Context: an optimization exercise on an open-source flow, tuned for small area. The choices shown serve that exercise and are no tape-out recipe. RTL that was checked went through simulation tests only; none was proved equivalent to the original. The clock port is modelled as an ideal driver; clocking choices that lean on that would not hold on a real chip.

==> module cpu, before the edit <==
module cpu(input         clk, reset,
           input  [15:0] dataout, instruction,
           output        MemRd, MemWr,
           output [15:0] datain, instrAddr, dataAddr);
  reg  [15:0] pc;                       
  reg  [15:0] ins;                      
  reg         regwrE, memrdE, memwrE;   
  reg         fmeE;
  reg  [1:0]  wbE;
  reg  [2:0]  rdE;
  reg  [15:0] resE, sdE;
  reg         regwrM, memrdM, memwrM;   
  reg  [1:0]  wbM;
  reg  [2:0]  rdM;
  reg  [15:0] aluM, dinM;
  reg  [15:0] r1, r2, r3, r4, r5, r6, r7;
  wire [3:0] op = ins[15:12];
  wire       m  = ins[11];
  wire isAnd  = op == 4'b0000;
  wire isSub  = op == 4'b0010;
  wire isAndi = op == 4'b0100;
  wire isLw   = op == 4'b0101;
  wire isLb   = op == 4'b0110;
  wire isSw   = op == 4'b0111;
  wire isBr   = op[3:2] == 2'b10;
  wire isJc   = op[3:1] == 3'b110;      
  wire isCall = op == 4'b1101;
  wire isRet  = op == 4'b1110;
  wire isSv   = op == 4'b1111;
  wire rtype  = op[3:2] == 2'b00 && op[1:0] != 2'b11;    
  wire itype  = !op[3] && !rtype;                        
  wire regWrD = rtype || (itype && !isSw) || isCall;
  wire memRdD = isLw || isLb;
  wire memWrD = isSw || isSv;
  wire killF  = op[3] && !isSv;
  reg [2:0] rs1, rs2, rd;
  always @(*) begin
    if (isRet)                 rs1 = 3'b111;
    else if (isSv || (isBr && m)) rs1 = 3'b000;
    else if (itype || isBr)    rs1 = ins[7:5];
    else                       rs1 = ins[8:6];
    if (isSv)                  rs2 = ins[11:9];
    else if (itype || isBr)    rs2 = ins[10:8];
    else                       rs2 = ins[5:3];
    if (isCall)                rd = 3'b111;
    else if (itype && !isSw)   rd = ins[10:8];
    else                       rd = ins[11:9];
  end
  function [15:0] rfread(input [2:0] a, input [15:0] x1, x2, x3, x4, x5, x6, x7);
    case (a)
      3'd1: rfread = x1;
      3'd2: rfread = x2;
      3'd3: rfread = x3;
      3'd4: rfread = x4;
      3'd5: rfread = x5;
      3'd6: rfread = x6;
      3'd7: rfread = x7;
      default: rfread = 16'd0;
    endcase
  endfunction
  function [15:0] add16(input [15:0] a, b, input cin);
    integer i;
    reg c;
    begin
      c = cin;
      for (i = 0; i < 16; i = i + 1) begin
        add16[i] = a[i] ^ b[i] ^ c;
        c = (a[i] & b[i]) | (c & (a[i] ^ b[i]));
      end
    end
  endfunction
  function [15:0] pfx16(input [15:0] a, b, input cin);
    integer i, l;
    reg [15:0] g, p, G, P;
    begin
      g = a & b;
      p = a ^ b;
      G = g; P = p;
      G[0] = g[0] | (p[0] & cin);
      for (l = 0; l < 4; l = l + 1)
        for (i = (2 << l) - 1; i < 16; i = i + (2 << l)) begin
          G[i] = G[i] | (P[i] & G[i - (1 << l)]);
          P[i] = P[i] & P[i - (1 << l)];
        end
      for (l = 2; l >= 0; l = l - 1)
        for (i = 3 * (1 << l) - 1; i < 16; i = i + (2 << l)) begin
          G[i] = G[i] | (P[i] & G[i - (1 << l)]);
          P[i] = P[i] & P[i - (1 << l)];
        end
      pfx16 = p ^ {G[14:0], cin};
    end
  endfunction
  wire [15:0] wdM = wbM == 2'b01 ? dataout :
                    wbM[1]       ? {{8{wbM[0] & dataout[7]}}, dataout[7:0]} :
                                   aluM;
  wire e1 = rs1 != 0 && rs1 == rdE && regwrE;
  wire m1 = rs1 != 0 && rs1 == rdM && regwrM;
  wire e2 = rs2 != 0 && rs2 == rdE && regwrE;
  wire m2 = rs2 != 0 && rs2 == rdM && regwrM;
  wire [15:0] A  = e1 ? resE : m1 ? wdM : rfread(rs1, r1, r2, r3, r4, r5, r6, r7);
  wire [15:0] F2 = e2 ? resE : m2 ? wdM : rfread(rs2, r1, r2, r3, r4, r5, r6, r7);
  wire fwdME = memrdE && memWrD && rdE == rdM;
  wire stall = memrdE && (e1 || e2) && !fwdME;
  wire [15:0] imm  = {{11{ins[4] && !isAndi}}, ins[4:0]};
  wire [15:0] B    = itype ? imm : F2;
  wire        sub  = isSub || isBr;
  wire [15:0] sum  = pfx16(A, sub ? ~B : B, sub);
  wire [15:0] res  = isCall ? pc : (isAnd || isAndi) ? (A & B) : sum;
  wire Z = sum == 16'd0;
  wire N = sum[15];
  wire V = (A[15] ^ F2[15]) & (A[15] ^ sum[15]);
  wire taken = isBr && (op[1] ? (Z ^ op[0]) : (op[0] ? (N == V) : (Z || N != V)));
  wire [5:0]  off = {ins[4], ins[4:0]} + 6'b111110;
  wire [15:0] lo2 = add16({10'd0, pc[5:0]}, {14'd0, !killF, 1'b0}, 1'b0);
  wire [15:0] lob = add16({10'd0, pc[5:0]}, {10'd0, off}, 1'b0);
  wire [9:0]  hi  = pc[15:6];
  wire [9:0]  hiInc, hiDec;
  wire [10:0] ci, bi;                    
  assign ci[0] = 1'b1;
  assign bi[0] = 1'b1;
  genvar g;
  generate
    for (g = 0; g < 10; g = g + 1) begin : incdec
      assign hiInc[g]  = hi[g] ^ ci[g];
      assign hiDec[g]  = hi[g] ^ bi[g];
      assign ci[g + 1] = ci[g] & hi[g];
      assign bi[g + 1] = bi[g] & !hi[g];
    end
  endgenerate
  wire [15:0] pc2 = {lo2[6] ? hiInc : hi, lo2[5:0]};
  wire [15:0] bt  = {lob[6] == off[5] ? hi : lob[6] ? hiInc : hiDec, lob[5:0]};
  wire [15:0] pcn = taken ? bt :
                    isJc  ? {pc[15:13], ins[11:0], 1'b0} :
                    isRet ? r7 :
                    pc2;
  always @(negedge clk, posedge reset)
    if (reset) begin
      pc <= 16'd0; ins <= 16'd0;
      regwrE <= 1'b0; memrdE <= 1'b0; memwrE <= 1'b0;
      regwrM <= 1'b0; memrdM <= 1'b0; memwrM <= 1'b0;
    end else begin
      if (!stall) begin
        pc  <= pcn;
        ins <= killF ? 16'd0 : instruction;
      end
      regwrE <= regWrD && !stall;
      memwrE <= memWrD && !stall;
      memrdE <= memRdD;
      regwrM <= regwrE; memrdM <= memrdE; memwrM <= memwrE;
    end
  always @(negedge clk) begin
    rdE  <= rd;
    wbE  <= {isLb, isLw || (isLb && m)};
    resE <= res;
    sdE  <= isSv ? {{7{ins[8]}}, ins[8:0]} : F2;
    fmeE <= memrdE && isSw && rdE == rdM;
    rdM  <= rdE; wbM <= wbE; aluM <= resE;
    dinM <= fmeE ? dataout : sdE;
  end
  always @(negedge clk)
    if (regwrM)
      case (rdM)
        3'd1: r1 <= wdM;
        3'd2: r2 <= wdM;
        3'd3: r3 <= wdM;
        3'd4: r4 <= wdM;
        3'd5: r5 <= wdM;
        3'd6: r6 <= wdM;
        3'd7: r7 <= wdM;
        default: ;
      endcase
  assign instrAddr = pc;
  assign dataAddr  = aluM;
  assign datain    = dinM;
  assign MemWr     = memwrM;
  assign MemRd     = memrdM;
endmodule
export LEC_CHECK = 0
export ABC_AREA = 1
export CAP_MARGIN = 10
export CORE_MARGIN = 2
export CORE_UTILIZATION = 40
export GPL_TIMING_DRIVEN = 0
export SLEW_MARGIN = 10
create_clock -name core_clock -period 20.0 [get_ports {clk}]
standard.sh (not shown) runs the stock make flow with config.mk's settings and CLKGATE_MAP_FILE= SYNTH_SCRIPT=/design/flow/synth_recipe.tcl, a recipe that flattens the netlist after the stock synthesis.
==> flow/flow/run.sh <==
#!/bin/bash
# The standard layout with 1x port buffers, one inverter for the
# falling-edge clock and a clock tree of small buffers without dummy loads.
# Each step's output goes to a log of its own in this folder.
set -euo pipefail
here=$(cd "$(dirname "${BASH_SOURCE[0]}")" && pwd)
export BUFFER_PORTS_ARGS="-buffer_cell sky130_fd_sc_hd__buf_1"
export CTS_ARGS="-sink_clustering_enable -repair_clock_nets -dont_use_dummy_load -buf_list sky130_fd_sc_hd__clkbuf_8 -sink_clustering_size 16 -sink_clustering_max_diameter 60"
export PRE_CTS_TCL="$here/pre_cts.tcl"
export POST_CTS_TCL="$here/post_cts.tcl"
export PRE_GLOBAL_PLACE_TCL="$here/pre_place.tcl"
# the Liberty file restructure maps to: the platform's, less its don't-use cells
dont_use=$(sed -n '/^export DONT_USE_CELLS/,/^$/p' "$FLOW_HOME/platforms/sky130hd/config.mk" | grep -oE 'sky130_fd_sc_hd__[A-Za-z0-9_]+' | tr '\n' ' ')
python3 "$here/filter_lib.py" "$FLOW_HOME/platforms/sky130hd/lib/sky130_fd_sc_hd__tt_025C_1v80.lib" "$PWD/restructure.lib" $dont_use > filter_lib.log 2>&1
export RESTRUCTURE_LIB="$PWD/restructure.lib"
bash standard.sh synth > synth.log 2>&1
bash standard.sh floorplan > floorplan.log 2>&1
bash standard.sh place > place.log 2>&1
bash standard.sh cts > cts.log 2>&1
bash standard.sh finish > finish.log 2>&1
Other scripts of this flow, unchanged in this note and not shown: flow/flow/filter_lib.py, flow/flow/post_cts.tcl, flow/flow/pre_cts.tcl, flow/flow/pre_place.tcl
Then changed:
--- a/flow/design.v
+++ b/flow/design.v
@@ -111,7 +111,7 @@
   wire V = (A[15] ^ F2[15]) & (A[15] ^ sum[15]);
   wire taken = isBr && (op[1] ? (Z ^ op[0]) : (op[0] ? (N == V) : (Z || N != V)));
   wire [5:0]  off = {ins[4], ins[4:0]} + 6'b111110;
-  wire [15:0] lo2 = add16({10'd0, pc[5:0]}, {14'd0, !killF, 1'b0}, 1'b0);
+  wire [15:0] lo2 = add16({10'd0, pc[5:0]}, 16'd2, 1'b0);
   wire [15:0] lob = add16({10'd0, pc[5:0]}, {10'd0, off}, 1'b0);
   wire [9:0]  hi  = pc[15:6];
   wire [9:0]  hiInc, hiDec;
@@ -132,7 +132,7 @@
   wire [15:0] pcn = taken ? bt :
                     isJc  ? {pc[15:13], ins[11:0], 1'b0} :
                     isRet ? r7 :
-                    pc2;
+                    killF ? pc : pc2;
   always @(negedge clk, posedge reset)
     if (reset) begin
       pc <= 16'd0; ins <= 16'd0;
Effect:
- first-iteration DRC count goes up by 6.1%
- sequential share of layout area goes down by 0.22 points
- utilization rose by 1.1 points
- setup slack got worse by 52 ps
- die area went down by 1.1%
- wire length stays flat
- clock skew increases by 6.0 ps
- non-clock buffer count is higher by 5
- critical path depth increases by 1

========
== the previous run ==
Starting RTL as in the previous note.
clock: 20.0 ns
lec_check: 0
abc_area: 1
cap_margin: 0
core_margin: 2
core_utilization: 40
gpl_timing_driven: 0
slew_margin: 0
==> flow/flow/run.sh <==
#!/bin/bash
# The standard layout (standard.sh) with these changes, made through ORFS's own
# variables and step hooks:
# - 1x buffers on the ports;
# - before global placement, the combinational logic is mapped again for area
#   (pre_place.tcl);
# - one inverter makes the falling-edge clock (pre_cts.tcl), and the clock tree is built
#   of clkbuf_8 without dummy loads, then resized and the logic sized down (post_cts.tcl).
# Each step's output goes to a log of its own in this folder.
set -euo pipefail
here=$(cd "$(dirname "${BASH_SOURCE[0]}")" && pwd)
export BUFFER_PORTS_ARGS="-buffer_cell sky130_fd_sc_hd__buf_1"
export CTS_ARGS="-sink_clustering_enable -repair_clock_nets -dont_use_dummy_load -buf_list sky130_fd_sc_hd__clkbuf_8 -sink_clustering_size 16 -sink_clustering_max_diameter 60"
export PRE_CTS_TCL="$here/pre_cts.tcl"
export POST_CTS_TCL="$here/post_cts.tcl"
export PRE_GLOBAL_PLACE_TCL="$here/pre_place.tcl"
# the Liberty file restructure maps to: the platform's, less its don't-use cells
dont_use=$(sed -n '/^export DONT_USE_CELLS/,/^$/p' "$FLOW_HOME/platforms/sky130hd/config.mk" | grep -oE 'sky130_fd_sc_hd__[A-Za-z0-9_]+' | tr '\n' ' ')
python3 "$here/filter_lib.py" "$FLOW_HOME/platforms/sky130hd/lib/sky130_fd_sc_hd__tt_025C_1v80.lib" "$PWD/restructure.lib" $dont_use > filter_lib.log 2>&1
export RESTRUCTURE_LIB="$PWD/restructure.lib"
bash standard.sh synth > synth.log 2>&1
bash standard.sh floorplan > floorplan.log 2>&1
bash standard.sh place > place.log 2>&1
bash standard.sh cts > cts.log 2>&1
bash standard.sh finish > finish.log 2>&1
Other scripts of this flow, unchanged in this note and not shown: flow/flow/filter_lib.py, flow/flow/post_cts.tcl, flow/flow/pre_cts.tcl, flow/flow/pre_place.tcl
[flow] the previous run | stages: complete | final checks: fail | reason: max-capacitance violations, max-slew violations
What the current run does differently from the previous run at the input level:
--- a/flow/design.v
+++ b/flow/design.v
@@ -101,13 +101,13 @@
   wire [15:0] F2 = e2 ? resE : m2 ? wdM : rfread(rs2, r1, r2, r3, r4, r5, r6, r7);
   wire fwdME = memrdE && memWrD && rdE == rdM;
   wire stall = memrdE && (e1 || e2) && !fwdME;
   wire [15:0] imm  = {{11{ins[4] && !isAndi}}, ins[4:0]};
   wire [15:0] B    = itype ? imm : F2;
   wire        sub  = isSub || isBr;
-  wire [15:0] sum  = pfx16(A, sub ? ~B : B, sub);
+  wire [15:0] sum  = add16(A, sub ? ~B : B, sub);
   wire [15:0] res  = isCall ? pc : (isAnd || isAndi) ? (A & B) : sum;
   wire Z = sum == 16'd0;
   wire N = sum[15];
   wire V = (A[15] ^ F2[15]) & (A[15] ^ sum[15]);
   wire taken = isBr && (op[1] ? (Z ^ op[0]) : (op[0] ? (N == V) : (Z || N != V)));
   wire [5:0]  off = {ins[4], ins[4:0]} + 6'b111110;
Results
The current run ran to completion and came out clean on the timing, DRC and antenna checks.
The current run vs the previous run: critical path depth up
The current run vs the previous run: parity-gate share of the synthesized area counting xor and xnor cells down
Between the current run and the previous run, the area of the mapped netlist is lower for the current run.
Diff the previous run -> the current run: final hold slack lower; area of the core went down by 2.9%.
Looking at area of the multi-input gates, the current run sits above the previous run.
Die area: the current run lower than the previous run
Sort the current run and the previous run by register-to-register slack asc -> top: the current run
The current run: pin count of the biggest net entering global routing is 10 lower than what the previous run reported.
The lower clock buffer count in the final layout came out of the previous run.
Total number of vias for the current run: 222 up relative to the previous run
For the current run, only the layout was checked, not whether the RTL still works.

========
lane 5:
The RTL this note starts from:
==> flow/design.v <==
module cpu(input         clk, reset,
           input  [15:0] dataout, instruction,
           output        MemRd, MemWr,
           output [15:0] datain, instrAddr, dataAddr);
  reg  [15:0] pc;                       
  reg  [15:0] ins;                      
  reg         regwrE, memrdE, memwrE;   
  reg         fmeE;
  reg  [1:0]  wbE;
  reg  [2:0]  rdE;
  reg  [15:0] resE, sdE;
  reg         regwrM, memrdM, memwrM;   
  reg  [1:0]  wbM;
  reg  [2:0]  rdM;
  reg  [15:0] aluM, dinM;
  reg         regwrW;                   
  reg  [2:0]  rdW;
  reg  [15:0] wdW;
  reg  [15:0] r1, r2, r3, r4, r5, r6, r7;
  wire [3:0] op = ins[15:12];
  wire       m  = ins[11];
  wire isAnd  = op == 4'b0000;
  wire isSub  = op == 4'b0010;
  wire isAndi = op == 4'b0100;
  wire isLw   = op == 4'b0101;
  wire isLb   = op == 4'b0110;
  wire isSw   = op == 4'b0111;
  wire isBr   = op[3:2] == 2'b10;
  wire isJc   = op[3:1] == 3'b110;      
  wire isCall = op == 4'b1101;
  wire isRet  = op == 4'b1110;
  wire isSv   = op == 4'b1111;
  wire rtype  = op[3:2] == 2'b00 && op[1:0] != 2'b11;    
  wire itype  = !op[3] && !rtype;                        
  wire regWrD = rtype || (itype && !isSw) || isCall;
  wire memRdD = isLw || isLb;
  wire memWrD = isSw || isSv;
  wire killF  = op[3] && !isSv;
  reg [2:0] rs1, rs2, rd;
  always @(*) begin
    if (isRet)                 rs1 = 3'b111;
    else if (isSv || (isBr && m)) rs1 = 3'b000;
    else if (itype || isBr)    rs1 = ins[7:5];
    else                       rs1 = ins[8:6];
    if (isSv)                  rs2 = ins[11:9];
    else if (itype || isBr)    rs2 = ins[10:8];
    else                       rs2 = ins[5:3];
    if (isCall)                rd = 3'b111;
    else if (itype && !isSw)   rd = ins[10:8];
    else                       rd = ins[11:9];
  end
  function [15:0] rfread(input [2:0] a, input [15:0] x1, x2, x3, x4, x5, x6, x7);
    case (a)
      3'd1: rfread = x1;
      3'd2: rfread = x2;
      3'd3: rfread = x3;
      3'd4: rfread = x4;
      3'd5: rfread = x5;
      3'd6: rfread = x6;
      3'd7: rfread = x7;
      default: rfread = 16'd0;
    endcase
  endfunction
  wire [15:0] wdM = wbM == 2'b01 ? dataout :
                    wbM[1]       ? {{8{wbM[0] & dataout[7]}}, dataout[7:0]} :
                                   aluM;
  wire e1 = rs1 != 0 && rs1 == rdE && regwrE;
  wire m1 = rs1 != 0 && rs1 == rdM && regwrM;
  wire e2 = rs2 != 0 && rs2 == rdE && regwrE;
  wire m2 = rs2 != 0 && rs2 == rdM && regwrM;
  wire [15:0] A  = e1 ? resE : m1 ? wdM : rfread(rs1, r1, r2, r3, r4, r5, r6, r7);
  wire [15:0] F2 = e2 ? resE : m2 ? wdM : rfread(rs2, r1, r2, r3, r4, r5, r6, r7);
  wire fwdME = memrdE && memWrD && rdE == rdM;
  wire stall = memrdE && (e1 || e2) && !fwdME;
  wire [15:0] imm  = {{11{ins[4] && !isAndi}}, ins[4:0]};
  wire [15:0] B    = itype ? imm : F2;
  wire        sub  = isSub || isBr;
  wire [15:0] sum  = A + (sub ? ~B : B) + {15'd0, sub};
  wire [15:0] res  = isCall ? pc : (isAnd || isAndi) ? (A & B) : sum;
  wire Z = sum == 16'd0;
  wire N = sum[15];
  wire V = (A[15] ^ F2[15]) & (A[15] ^ sum[15]);
  wire taken = isBr && (op[1] ? (Z ^ op[0]) : (op[0] ? (N == V) : (Z || N != V)));
  wire [15:0] pc2 = pc + 16'd2;
  wire [15:0] bt  = pc + {{11{ins[4]}}, ins[4:0]} + 16'hfffe;
  wire [15:0] pcn = taken ? bt :
                    isJc  ? {pc[15:13], ins[11:0], 1'b0} :
                    isRet ? r7 :
                    killF ? pc : pc2;
  always @(negedge clk, posedge reset)
    if (reset) begin
      pc <= 16'd0; ins <= 16'd0;
      regwrE <= 1'b0; memrdE <= 1'b0; memwrE <= 1'b0;
      regwrM <= 1'b0; memrdM <= 1'b0; memwrM <= 1'b0;
      regwrW <= 1'b0;
    end else begin
      if (!stall) begin
        pc  <= pcn;
        ins <= killF ? 16'd0 : instruction;
      end
      regwrE <= regWrD && !stall;
      memwrE <= memWrD && !stall;
      memrdE <= memRdD;
      regwrM <= regwrE; memrdM <= memrdE; memwrM <= memwrE;
      regwrW <= regwrM;
    end
  always @(negedge clk) begin
    rdE  <= rd;
    wbE  <= {isLb, isLw || (isLb && m)};
    resE <= res;
    sdE  <= isSv ? {{7{ins[8]}}, ins[8:0]} : F2;
    fmeE <= memrdE && isSw && rdE == rdM;
    rdM  <= rdE; wbM <= wbE; aluM <= resE;
    dinM <= fmeE ? dataout : sdE;
    rdW  <= rdM; wdW <= wdM;
  end
  always @(posedge clk)
    if (regwrW)
      case (rdW)
        3'd1: r1 <= wdW;
        3'd2: r2 <= wdW;
        3'd3: r3 <= wdW;
        3'd4: r4 <= wdW;
        3'd5: r5 <= wdW;
        3'd6: r6 <= wdW;
        3'd7: r7 <= wdW;
        default: ;
      endcase
  assign instrAddr = pc;
  assign dataAddr  = aluM;
  assign datain    = dinM;
  assign MemWr     = memwrM;
  assign MemRd     = memrdM;
endmodule
clock: 20.0 ns
lec_check: 0
abc_area: 1
cap_margin: 20
core_margin: 2
core_utilization: 40
slew_margin: 20
run.sh (not shown) runs the stock make flow with config.mk's settings and CLKGATE_MAP_FILE= SYNTH_SCRIPT=/design/flow/synth_recipe.tcl, a recipe that flattens the netlist after the stock synthesis.
Stock flow here: none of the scripts above is used.
Lane 5 went all the way through synthesis, placement and routing and the layout is clean on timing, DRC and antenna.
Setup changes, lane 5 to lane 4
--- a/flow/design.v
+++ b/flow/design.v
@@ -13,9 +13,6 @@
   reg  [1:0]  wbM;
   reg  [2:0]  rdM;
   reg  [15:0] aluM, dinM;
-  reg         regwrW;                   
-  reg  [2:0]  rdW;
-  reg  [15:0] wdW;
   reg  [15:0] r1, r2, r3, r4, r5, r6, r7;
   wire [3:0] op = ins[15:12];
   wire       m  = ins[11];
@@ -92,7 +89,6 @@
       pc <= 16'd0; ins <= 16'd0;
       regwrE <= 1'b0; memrdE <= 1'b0; memwrE <= 1'b0;
       regwrM <= 1'b0; memrdM <= 1'b0; memwrM <= 1'b0;
-      regwrW <= 1'b0;
     end else begin
       if (!stall) begin
         pc  <= pcn;
@@ -102,7 +98,6 @@
       memwrE <= memWrD && !stall;
       memrdE <= memRdD;
       regwrM <= regwrE; memrdM <= memrdE; memwrM <= memwrE;
-      regwrW <= regwrM;
     end
   always @(negedge clk) begin
     rdE  <= rd;
@@ -112,18 +107,17 @@
     fmeE <= memrdE && isSw && rdE == rdM;
     rdM  <= rdE; wbM <= wbE; aluM <= resE;
     dinM <= fmeE ? dataout : sdE;
-    rdW  <= rdM; wdW <= wdM;
   end
-  always @(posedge clk)
-    if (regwrW)
-      case (rdW)
-        3'd1: r1 <= wdW;
-        3'd2: r2 <= wdW;
-        3'd3: r3 <= wdW;
-        3'd4: r4 <= wdW;
-        3'd5: r5 <= wdW;
-        3'd6: r6 <= wdW;
-        3'd7: r7 <= wdW;
+  always @(negedge clk)
+    if (regwrM)
+      case (rdM)
+        3'd1: r1 <= wdM;
+        3'd2: r2 <= wdM;
+        3'd3: r3 <= wdM;
+        3'd4: r4 <= wdM;
+        3'd5: r5 <= wdM;
+        3'd6: r6 <= wdM;
+        3'd7: r7 <= wdM;
         default: ;
       endcase
   assign instrAddr = pc;
### Flow results
- Per the comparison of lane 4 with lane 5, delay of the slowest cell on the worst path now sits at about the same level, pre-CTS worst setup slack now sits lower, proportion of cell area occupied by registers now sits lower, met1 routed wirelength after detailed routing now sits lower.
- Minimum hold slack deteriorates in lane 4 relative to lane 5.
- Lane 4 gives less area of the die than lane 5 did.
- Placement-stage cell area for lane 4: 3.1% down relative to lane 5
Function was not checked in any run of this note: the RTL went through the layout flow alone.
